Context: an optimization exercise on an open-source flow, tuned for small area and a short achievable clock period. The choices shown serve that exercise and are no tape-out recipe. Only simulation tests tie the RTL to the original design; equivalence was not proved.

==> flow/design.v, too long to show whole: its modules and the start of the top module <==
// module awgn_taus: 58 lines
// module awgn_ln1: 83 lines
// module awgn_ln2: 733 lines
// module awgn_ln3: 2681 lines
// module awgn_sq1: 42 lines
// module awgn_sq3: 765 lines
// module awgn_sq4: 41 lines
// module awgn_ang: 608 lines
// module awgn_out: 1278 lines
// module awgn_top: 61 lines
module awgn_top(clk, reset, s0, s1, s2, s3, s4, s5, x0, x1, valid);
  // ...
==> flow/flow/run.sh <==
#!/bin/bash
# Standard layout (standard synthesis, same SDC and constraints). The timing repair is asked to
# keep extra setup slack, so that it also works on paths well below the 23 ns period, and the
# port buffers are buf_2 cells.
set -euo pipefail
bash standard.sh SETUP_SLACK_MARGIN=17.2 "BUFFER_PORTS_ARGS=-buffer_cell sky130_fd_sc_hd__buf_2" finish > flow_make.log 2>&1
==> flow/standard.sh <==
#!/bin/bash
# synth_recipe.tcl (not shown) runs the flow's synth.tcl, then flattens the netlist and writes it again
# the make line also repeats each setting of config.mk as NAME=value (left out here)
make -C /OpenROAD-flow-scripts/flow DESIGN_CONFIG=/design/flow/config.mk WORK_HOME=/design/flow/orfs CLKGATE_MAP_FILE= SYNTH_SCRIPT=/design/flow/synth_recipe.tcl "${@:-finish}"
==> flow/config.mk <==
export PLATFORM = sky130hd
export DESIGN_NAME = awgn_top
export DESIGN_NICKNAME = awgn_top
export VERILOG_FILES = /design/flow/design.v
export SDC_FILE = /design/flow/constraint.sdc
export NUM_CORES = 4
export LEC_CHECK = 0
export CAP_MARGIN = 20
export CORE_MARGIN = 2
export CORE_UTILIZATION = 55
export SLEW_MARGIN = 20
export SYNTH_MEMORY_MAX_BITS = 16384
==> flow/constraint.sdc <==
create_clock -name core_clock -period 23.0 [get_ports {clk}]
set_input_delay 4.6000 -clock core_clock [delete_from_list [all_inputs] [get_ports {clk}]]
set_output_delay 4.6000 -clock core_clock [all_outputs]
set_load 0.01 [all_outputs]
==> impl_metrics.ini, run 1 <==
[cells_and_area]
clock_buffers = 103
largest_cell_class = multi-input gates
fin_area_um2 = 82600
area_growth_pct = 8.25
fin_cells = 10300
drive_gt1_frac = 0.116
largest_register_ffs = 47

[setup_path]
rr_worst_depth = 23
crit_slowest_cell = fa_1
path_cells = clkinvlp_4 > buf_12 > nor2_4 > a21oi_4 > fa_2 > fa_1 > fa_2 > fa_1 > inv_1 > ha_1 > o21a_1 > o21ai_0 > nand2b_1 > a21o_1 > nand3_4 > a2111oi_4 > buf_6 > o21ai_4 > a2111oi_4 > o31ai_4 > or3_4 > buf_6 > xor2_1
r2r_slack_ps = 17170
r2r-end = q3.ya6[11]

[synth]
synth_edf_count = 0
synth_seq_area_share = 0.185
synth_mux_area_frac = 0.0552
synth_fp_nets = 10200

[routing]
drtIter0Drc = 11800
vias = 66300
vias_per_cell = 6.41

[status]
status = complete, no violations

[sta]
skew_ps = 51.4
worst_pin_slew_ps = 1080
finalSetupViolCount = 0

[cts]
clkTransAtPathRegs_ps = 60
clock_path_buffers = 3

[global_route]
grtUsageMet1 = 0.451

[place]
gp_congestion = 0.970
hpwl_um = 177000

[hold_path]
hold_start = an.ua[12]
==> run 2, diff against run 1 <==
==> flow/flow/run.sh (replaced) <==
#!/bin/bash
# Standard layout (standard synthesis, same SDC and constraints). The timing repair is asked to
# keep extra setup slack, so that it also works on paths well below the 23 ns period, and the
# port buffers are buf_2 cells.
set -euo pipefail
bash standard.sh SETUP_SLACK_MARGIN=17.5 "BUFFER_PORTS_ARGS=-buffer_cell sky130_fd_sc_hd__buf_2" finish > flow_make.log 2>&1
--- a/flow/config.mk
+++ b/flow/config.mk
@@ -8,5 +8,7 @@
 export CAP_MARGIN = 20
 export CORE_MARGIN = 2
 export CORE_UTILIZATION = 55
+export CTS_CLUSTER_DIAMETER = 150
+export CTS_CLUSTER_SIZE = 20
 export SLEW_MARGIN = 20
 export SYNTH_MEMORY_MAX_BITS = 16384
==> impl_metrics.ini, run 2 <==
[status]
status = complete, no violations

[synth]
yosysMostFrequentCell = inv_1
synth_edf_count = 0
syn_avg_cell_area_um2 = 8.82
ys.flop_type = dfxtp_1
yosysUniqueCellTypes = 100
syn_inst = 8660
synth_seq_cells = 705
synth_fp_nets = 10200
synth_area_um2 = 76300
synth_seq_area_share = 0.185
async_flop_share = 0
yosysTopAreaCellShare = 0.221
yosys-top-cells-area = fa_1 22%, dfxtp_1 18%, a222oi_1 8.2%
yosys-top-cells-count = 1,458 x inv_1, 843 x fa_1, 705 x dfxtp_1
synth_largest_area_cell = fa_1
synth_warnings = 10

[sta]
tns_ps = 0
rsz0062_at_grt = true
slew_viol_final = 0
worst_pin_slew_ps = 1060
slew_headroom = 0.287
finalSetupViolCount = 0
period_minus_slack_ps = 5880
period_share = 0.256
finalHoldViolCount = 0
max_freq_mhz = 170
skew_ps = 26.2

[setup_path]
crit_required_ps = 23500
end_kind = register
crit_type = register to register
arrival_ps = 6380
startpoint_type = register
crit_fanout = 40

[die]
start_util = 0.555
die_w_um = 377
coreArea_um2 = 138000
ios = 229
dieHeight_um = 377
num_rows = 136
die-area_um2 = 142000

[global_route]
grt_pass1_vias = 66300
antenna_found_initial = 6
gr-total-overflow = 0
grt_util_met2 = 0.560
grt_util_met3 = 0.0624
grtUsageMet1 = 0.451
grt_pass1_wl_um = 383000
top_usage_layer = met2
grt_use_total = 0.342
grt_max_degree = 99

[routing]
drtIter0Drc = 11700
post_drt_wl_per_cell_um = 23.9
ant_nets = 0
vias_per_cell = 6.39
wirelength_um = 246000
vias = 65800
drc = 0
dr.pass1.iters = 19

[cells_and_area]
drive_gt1_frac = 0.122
fillers = 12300
multiInputGateArea_um2 = 55100
regMostFlops = l1.xe1
largest_register_ffs = 47
final_nets = 10000
utilization = 0.595
area_growth_pct = 7.21
reg.largest.list = l1.xe1 (47), l2.x32 (42), l2.xb2 (39)
regArea_um2 = 14300
final_cell_mix = 1,437 x inv_1, 825 x fa_1, 624 x a222oi_1
layout_commonest_cell = inv_1

[cts]
cts_buffers = 41
clock_path_buffers = 3
clockRootBuffer = clkbuf_16
cts.hold.buffers_added = 0
cts.sinks = 705
htreeDepth = 2
clk_latency_ps = 660
clkTransAtPathRegs_ps = 80
cts_tree = done

[run]
drv_cap = 0

[place]
gp_congestion = 0.987
hpwl_um = 176000
port_buffers = 220

[hold_path]
hp-class = register to register
## run 2: cell families after synthesis
group	count (synthesis)	synth area share
other	1	0.0000491
adders and majority gates	1331	0.301
buffers and inverters	2136	0.106
DFF	705	0.185
muxes	368	0.0552
and+or+nand+nor	1566	0.0936
xor gates and xnor gates	418	0.0533
AOI/OAI and AO/OA	2135	0.206
## run 2: cell type report
cell class | instances | area share
Clock inverter | 6 | 0.00102
Timing Repair inverter | 5 | 0.000520
Timing Repair Buffer | 452 | 0.0418
Sequential cell | 705 | 0.175
Inverter | 1470 | 0.0685
Clock buffer | 43 | 0.0126
Multi-Input combinational cell | 5819 | 0.673
Tap cell | 1794 | 0.0274
Antenna cell | 5 | 0.000153
## run 2: path summary, 6_finish.rpt
check	startpoint	to	slack (ps)	cells past startpoint
hold / removal	an.ua[10]	an.ub[10]	320	0
setup reg to reg	l2.m5s[2]	l3.zc	17120	25
setup / recovery	l2.m5s[2]	l3.zc	17120	25
hold reg to reg	an.ua[10]	an.ub[10]	320	0
## run 2: what timing repair did
| action | 4_1_cts | 5_1_grt |
|---|---|---|
| endpoints found under the setup margin | 172 | 158 |
| pin swaps | 56 | 65 |
| gates resized for setup | 224 | 175 |
| buffers inserted | 34 | 60 |
| cloned | 10 | 4 |
## run 2: critical path: stages (launching register included)
cell and delay (ps):
dfxtp_1 320, buf_8 180, a222oi_1 510, inv_1 130
fa_1 570, inv_1 70, fa_1 500, fa_2 370
fa_2 530, inv_1 50, fa_1 400, ha_1 210
a21oi_2 110, nor2b_1 50, o21ai_1 140, nand2b_1 70
a21oi_1 150, nor2b_1 70, o21ai_1 110, nand2b_1 80
a21oi_2 170, o21ai_1 80, a21o_1 190, a21o_4 230
a2111oi_4 270, a21oi_4 140
## run 2: metrics by stage
step	hold slack (ps)	setup WS (ps)	cell area [µm²]	std cells
5_1_grt	322	16920	81800	10300
3_5_place_dp	312	16090	78200	10100
6_report	322	17120	81900	10300
2_1_floorplan	310	17500	76500	8660
3_3_place_gp	311	16160	78200	10100
4_1_cts	324	17210	80600	10200
## run 2: metal layers
layer	part of all wire	vias to the layer above
met2	0.46	3591
met3	0.093	722
met1	0.40	31800
met5	0.000089	-
met4	0.044	4
li1	-	29700
==> run 3, diff against run 2 <==
==> flow/flow/run.sh (replaced) <==
#!/bin/bash
# Standard layout (standard synthesis, same SDC and constraints). The timing repair is asked to
# keep extra setup slack, so that it also works on paths well below the 23 ns period, and the
# port buffers are buf_2 cells.
set -euo pipefail
bash standard.sh SETUP_SLACK_MARGIN=17.3 "BUFFER_PORTS_ARGS=-buffer_cell sky130_fd_sc_hd__buf_2" finish > flow_make.log 2>&1
==> impl_metrics.ini, run 3 <==
[global_route]
grt_pass1_wl_um = 384000
grt_pass1_vias = 66000
grt_use_total = 0.342
gr-total-overflow = 0
antenna_found_initial = 9
grt_max_degree = 93

[sta]
period_minus_slack_ps = 5770
rsz0062_at_grt = true
slew_viol_final = 0
tns_ps = 0
finalHoldViolCount = 0
worst_pin_slew_ps = 1100
slew_headroom = 0.260
skew_ps = 48.5
max_freq_mhz = 173
finalSetupViolCount = 0
period_share = 0.251

[synth]
yosysTopAreaCellShare = 0.221
synth_area_um2 = 76300
synth_edf_count = 0
ys.flop_type = dfxtp_1
yosys-top-cells-count = 1,458 x inv_1, 843 x fa_1, 705 x dfxtp_1
synth_warnings = 10
yosysMostFrequentCell = inv_1
synth_seq_cells = 705
syn_inst = 8660
synth_seq_area_share = 0.185
async_flop_share = 0
syn_avg_cell_area_um2 = 8.82
synth_fp_nets = 10200
synth_largest_area_cell = fa_1
yosys-top-cells-area = fa_1 22%, dfxtp_1 18%, a222oi_1 8.2%
yosysUniqueCellTypes = 100

[cells_and_area]
final_nets = 9957
drive_gt1_frac = 0.109
final_cell_mix = 1,444 x inv_1, 827 x fa_1, 624 x a222oi_1
area_growth_pct = 6.06
reg.largest.list = l1.xe1 (47), l2.x32 (42), l2.xb2 (39)
largest_register_ffs = 47
regMostFlops = l1.xe1
layout_commonest_cell = inv_1

[status]
status = complete, no violations

[die]
die-area_um2 = 142000
ios = 229
coreArea_um2 = 138000
die_w_um = 377
num_rows = 136
start_util = 0.555
dieHeight_um = 377

[cts]
clock_path_buffers = 3
cts.sinks = 705
clockRootBuffer = clkbuf_16
cts.hold.buffers_added = 0
cts_tree = done
htreeDepth = 2
clkTransAtPathRegs_ps = 90
clk_latency_ps = 680
cts_buffers = 41

[setup_path]
end_kind = output port
path_delay_family = flip-flops
critical_path.max_stage_delay_ps = 370
startpoint_type = register
crit_slowest_cell = dfxtp_4
reg2reg_from = l2.m5s[0]
arrival_ps = 1170
crit_fanout = 1
crit_type = register to output port
cp-startpoint = om.x1r[16]
critical_path_buf_inv_count = 1
crit_required_ps = 18400
path_cells = buf_6

[hold_path]
hp-class = register to register
hold_start = an.ua[8]

[run]
drv_cap = 0

[place]
hpwl_um = 176000
port_buffers = 220
gp_congestion = 0.997

[routing]
ant_nets = 0
wirelength_um = 247000
vias = 66100
dr.pass1.iters = 23
vias_per_cell = 6.45
drc = 0
drtIter0Drc = 11700
post_drt_wl_per_cell_um = 24.1
[run 3: cell types whose count changed in the layout (fill, tap and decap cells not counted), moves of 6 or more]
cell / previous run / this run
a21oi_1: 393 / 399
buf_4: 186 / 133
clkinvlp_4: 17 / 9
dfxtp_1: 599 / 612
dfxtp_2: 75 / 64
ha_1: 472 / 478
ha_4: 11 / 3
inv_1: 1437 / 1444
mux2i_1: 143 / 149
[run 3: cells by family (layout without fill, tap and decap cells)]
family / Yosys count / count (layout) / synth area share
compound gates: 2135 / 2136 / 0.206
xor+xnor: 418 / 418 / 0.0533
fa+ha+maj: 1331 / 1331 / 0.301
buf+inv: 2136 / 1914 / 0.106
flops: 705 / 705 / 0.185
mux: 368 / 368 / 0.0552
other cells: 1 / 7 / 0.0000491
simple gates: 1566 / 1566 / 0.0936
[run 3: worst reg2reg max path, stage by stage, from the launching register on]
cell and delay [ps]:
dfxtp_4 360, buf_12 150, a222oi_1 470, inv_1 110
fa_1 500, inv_1 60, fa_2 350, fa_1 490
inv_1 50, fa_1 490, fa_1 410, ha_1 310
a21oi_2 130, nor2b_1 50, o21ai_1 120, nand2b_1 60
a21oi_1 120, nor2b_1 60, o21ai_1 110, nand2b_1 80
a21oi_2 210, o21ai_1 80, a21o_1 170, a21o_4 240
a2111oi_4 270, a21oi_4 120
[run 3: metrics by stage]
| stage | cell area (µm²) | hold WS [ps] | util | setup WS, ps | cells |
|---|---|---|---|---|---|
| 2_1_floorplan | 76400 | 310 | - | 17300 | 8660 |
| 3_3_place_gp | 78200 | 310 | 0.568 | 15910 | 10100 |
| 3_5_place_dp | 78200 | 312 | 0.568 | 15920 | 10100 |
| 4_1_cts | 80100 | 326 | 0.582 | 17210 | 10200 |
| 5_1_grt | 81000 | 336 | 0.588 | 16990 | 10200 |
| 6_report | 81000 | 328 | 0.588 | 17230 | 10200 |
[run 3: timing repair]
action,CTS,global route
gates resized for setup,164,147
setup buffers,16,22
pin swaps,31,38
endpoints found under the hold margin,0,0
cloned,6,8
setup endpoints to repair,143,132
[run 3: final cells by class]
class | instances | area [µm²]
well taps | 1794 | 2240
fillers | 12500 | 56700
diodes | 6 | 15.0
clock buffers | 43 | 1050
clock inverters | 5 | 80.1
multi-input cells | 5820 | 54800
flip-flops and latches | 705 | 14300
repair buffers | 393 | 2910
repair inverters | 3 | 15.0
inverters | 1470 | 5560
[run 3: final timing paths]
check	endpoint	slack (ps)	cells after the start
setup / recovery	x1[16]	17230	1
hold / removal	an.ub[8]	330	0
setup reg to reg	l3.zc	17270	25
hold reg to reg	an.ub[8]	330	0
[run 3: per-layer routing]
metal | GRT usage | up-vias | routed length [µm]
met3 | 0.0581 | 737 | 23500
met2 | 0.555 | 3829 | 113000
met1 | 0.454 | 31900 | 99100
met4 | 0.139 | 2 | 11600
met5 | 0 | - | 10
li1 | - | 29600 | -
==> run 4, diff against run 3 <==
--- a/flow/config.mk
+++ b/flow/config.mk
@@ -7,8 +7,6 @@
 export LEC_CHECK = 0
 export CAP_MARGIN = 20
 export CORE_MARGIN = 2
-export CORE_UTILIZATION = 55
-export CTS_CLUSTER_DIAMETER = 150
-export CTS_CLUSTER_SIZE = 20
+export CORE_UTILIZATION = 60
 export SLEW_MARGIN = 20
 export SYNTH_MEMORY_MAX_BITS = 16384
==> impl_metrics.ini, run 4 <==
[cts]
cts_buffers = 79
htreeDepth = 3
cts.sinks = 705
clk_latency_ps = 700
clkTransAtPathRegs_ps = 60
cts_tree = done
clockRootBuffer = clkbuf_16
clock_path_buffers = 3

[synth]
yosysTopAreaCellShare = 0.221
syn_inst = 8660
yosys-top-cells-count = 1,458 x inv_1, 843 x fa_1, 705 x dfxtp_1
ys.flop_type = dfxtp_1
yosysMostFrequentCell = inv_1
synth_area_um2 = 76300
synth_largest_area_cell = fa_1
syn_avg_cell_area_um2 = 8.82
synth_fp_nets = 10200
yosys-top-cells-area = fa_1 22%, dfxtp_1 18%, a222oi_1 8.2%
synth_edf_count = 0
synth_warnings = 10
synth_seq_area_share = 0.185
yosysUniqueCellTypes = 100
async_flop_share = 0
synth_seq_cells = 705

[global_route]
grt_use_total = 0.366
antenna_found_initial = 11
grt_max_degree = 105
gr-total-overflow = 0
grt_pass1_wl_um = 379000
grt_pass1_vias = 67100

[routing]
dr.pass1.iters = 22
wirelength_um = 244000
drtIter0Drc = 12900
ant_nets = 0
drc = 0
post_drt_wl_per_cell_um = 23.9
vias_per_cell = 6.59
vias = 67100

[cells_and_area]
reg.largest.list = l1.xe1 (47), l2.x32 (42), l2.xb2 (39)
fin_cells = 10200
drive_gt1_frac = 0.116
final_cell_mix = 1,446 x inv_1, 830 x fa_1, 624 x a222oi_1
regMostFlops = l1.xe1
area_growth_pct = 8.05
largest_register_ffs = 47
final_nets = 9996
layout_commonest_cell = inv_1

[hold_path]
hp-class = register to register
holdPathEnd = an.ub[12]
hold_start = an.ua[12]
whs_path_depth = 0

[place]
hpwl_um = 174000
gp_congestion = 1.01
port_buffers = 220
dpl.cell_count = 9986

[sta]
max_freq_mhz = 174
finalSetupViolCount = 0
finalHoldViolCount = 0
slew_headroom = 0.312
period_share = 0.251
slew_viol_final = 0
tns_ps = 0
period_minus_slack_ps = 5760
skew_ps = 38.5
worst_pin_slew_ps = 1030
rsz0062_at_grt = true

[die]
num_rows = 130
coreArea_um2 = 126000
ios = 229
start_util = 0.606
dieHeight_um = 361
die-area_um2 = 130000
die_w_um = 361

[setup_path]
startpoint_type = register
crit_type = register to register
end_kind = register
rr_worst_depth = 26
reg2reg_from = l2.m5s[0]
crit_fanout = 19
r2r_slack_ps = 17240
r2r-end = l3.zc
arrival_ps = 6300
crit_required_ps = 23540

[status]
status = complete, no violations

[run]
drv_cap = 0
## run 4: layout make-up
cell class              instances  area [µm²]
fillers                     10600       43400
well taps                    1650        2060
clock inverters                33         455
repair inverters                2        12.5
repair buffers                395        2970
diodes                          9        22.5
clock buffers                 109        2270
multi-input cells            5820       54900
flip-flops and latches        705       14300
inverters                    1470        5560
## run 4: worst max-delay path by stage
stage          cells past startpoint  startpoint          to
6_report                          26   l2.m5s[0]       l3.zc
5_1_grt                           26   l2.m5s[4]       l3.zc
4_1_cts                            1          vr       valid
3_5_place_dp                      20   q1.w15[0]  q3.ya6[13]
3_3_place_gp                      19   q1.w15[0]  q3.ya6[13]
2_1_floorplan                     24   q1.w15[0]  q3.ya6[13]
## run 4: cells by family (layout without fill, tap and decap cells)
logic type | count (synthesis) | after routing | share of synthesized area
xor+xnor | 418 | 418 | 0.0533
mux | 368 | 368 | 0.0552
buf+inv | 2136 | 2009 | 0.106
compound gates | 2135 | 2136 | 0.206
flops | 705 | 705 | 0.185
fa+ha+maj | 1331 | 1331 | 0.301
simple gates | 1566 | 1566 | 0.0936
other cells | 1 | 10 | 0.0000491
## run 4: repair_timing
item,CTS,global route
pin swaps,22,45
cloned,9,8
resized for setup,139,163
setup buffers,10,29
setup endpoints to repair,154,135
hold buffers,0,0
## run 4: critical path, stage by stage (launching register included)
cell,delay [ps]
dfxtp_4,370
buf_12,160
a222oi_1,390
inv_1,100
fa_1,500
inv_1,70
fa_2,350
fa_1,520
inv_1,50
fa_1,470
inv_1,50
fa_1,470
inv_1,60
ha_4,240
nor2b_1,120
o21ai_1,120
nand2b_1,80
a21oi_2,130
nor2b_1,50
o21ai_1,130
nand2b_1,80
a21oi_2,190
o21ai_1,80
a21o_1,190
a21o_4,230
a2111oi_4,260
a21oi_4,140
## run 4: metrics by stage
step | hold WS (ps) | setup WS (ps) | util | area [µm²]
floorplan | 310 | 17300 | - | 76400
global placement | 310 | 16200 | 0.619 | 78000
detailed placement | 312 | 16070 | 0.619 | 78000
CTS | 325 | 17220 | 0.647 | 81400
global route | 327 | 16950 | 0.655 | 82500
finish | 324 | 17240 | 0.655 | 82500
## run 4: metal layers
layer | GRT usage | share of wire
met1 | 0.472 | 0.38
met2 | 0.582 | 0.45
met3 | 0.0804 | 0.11
met4 | 0.179 | 0.057
met5 | 0 | 0

separate check: timing with driven ports:
How much do the figures lean on ideal ports? The routed layouts below were timed once more, with nothing changed but the port constraints.
Step 1 sets driving cells, clkbuf_16 on the clock port and buf_2 on the other inputs (assumed; they add their load-dependent delay and slew).
Step 2 times the ports against the registers' clock, not the clock port: input delays grow and output delays shrink by t, the midpoint of the rising clock arrivals with the driver on.
Slacks: ideal ports / drivers / drivers and shift; pairs: ideal ports / drivers.
run | t, ns | setup slack, ns | worst setup path at the end | worst data-port slew with drivers (ns) | cell pins on the clock port's net
run 1 | 0.785 | 17.169 / 17.169 / 17.169 | register to register | 0.08 | 1
run 2 | 0.717 | 17.117 / 17.117 / 17.117 | register to register | 0.09 | 1
run 3 | 0.728 | 17.233 / 17.160 / 17.270 | register to register | 0.08 | 1
run 4 | 0.758 | 17.238 / 17.200 / 17.238 | register to register | 0.09 | 1
After both steps setup and hold are still met in every run listed.
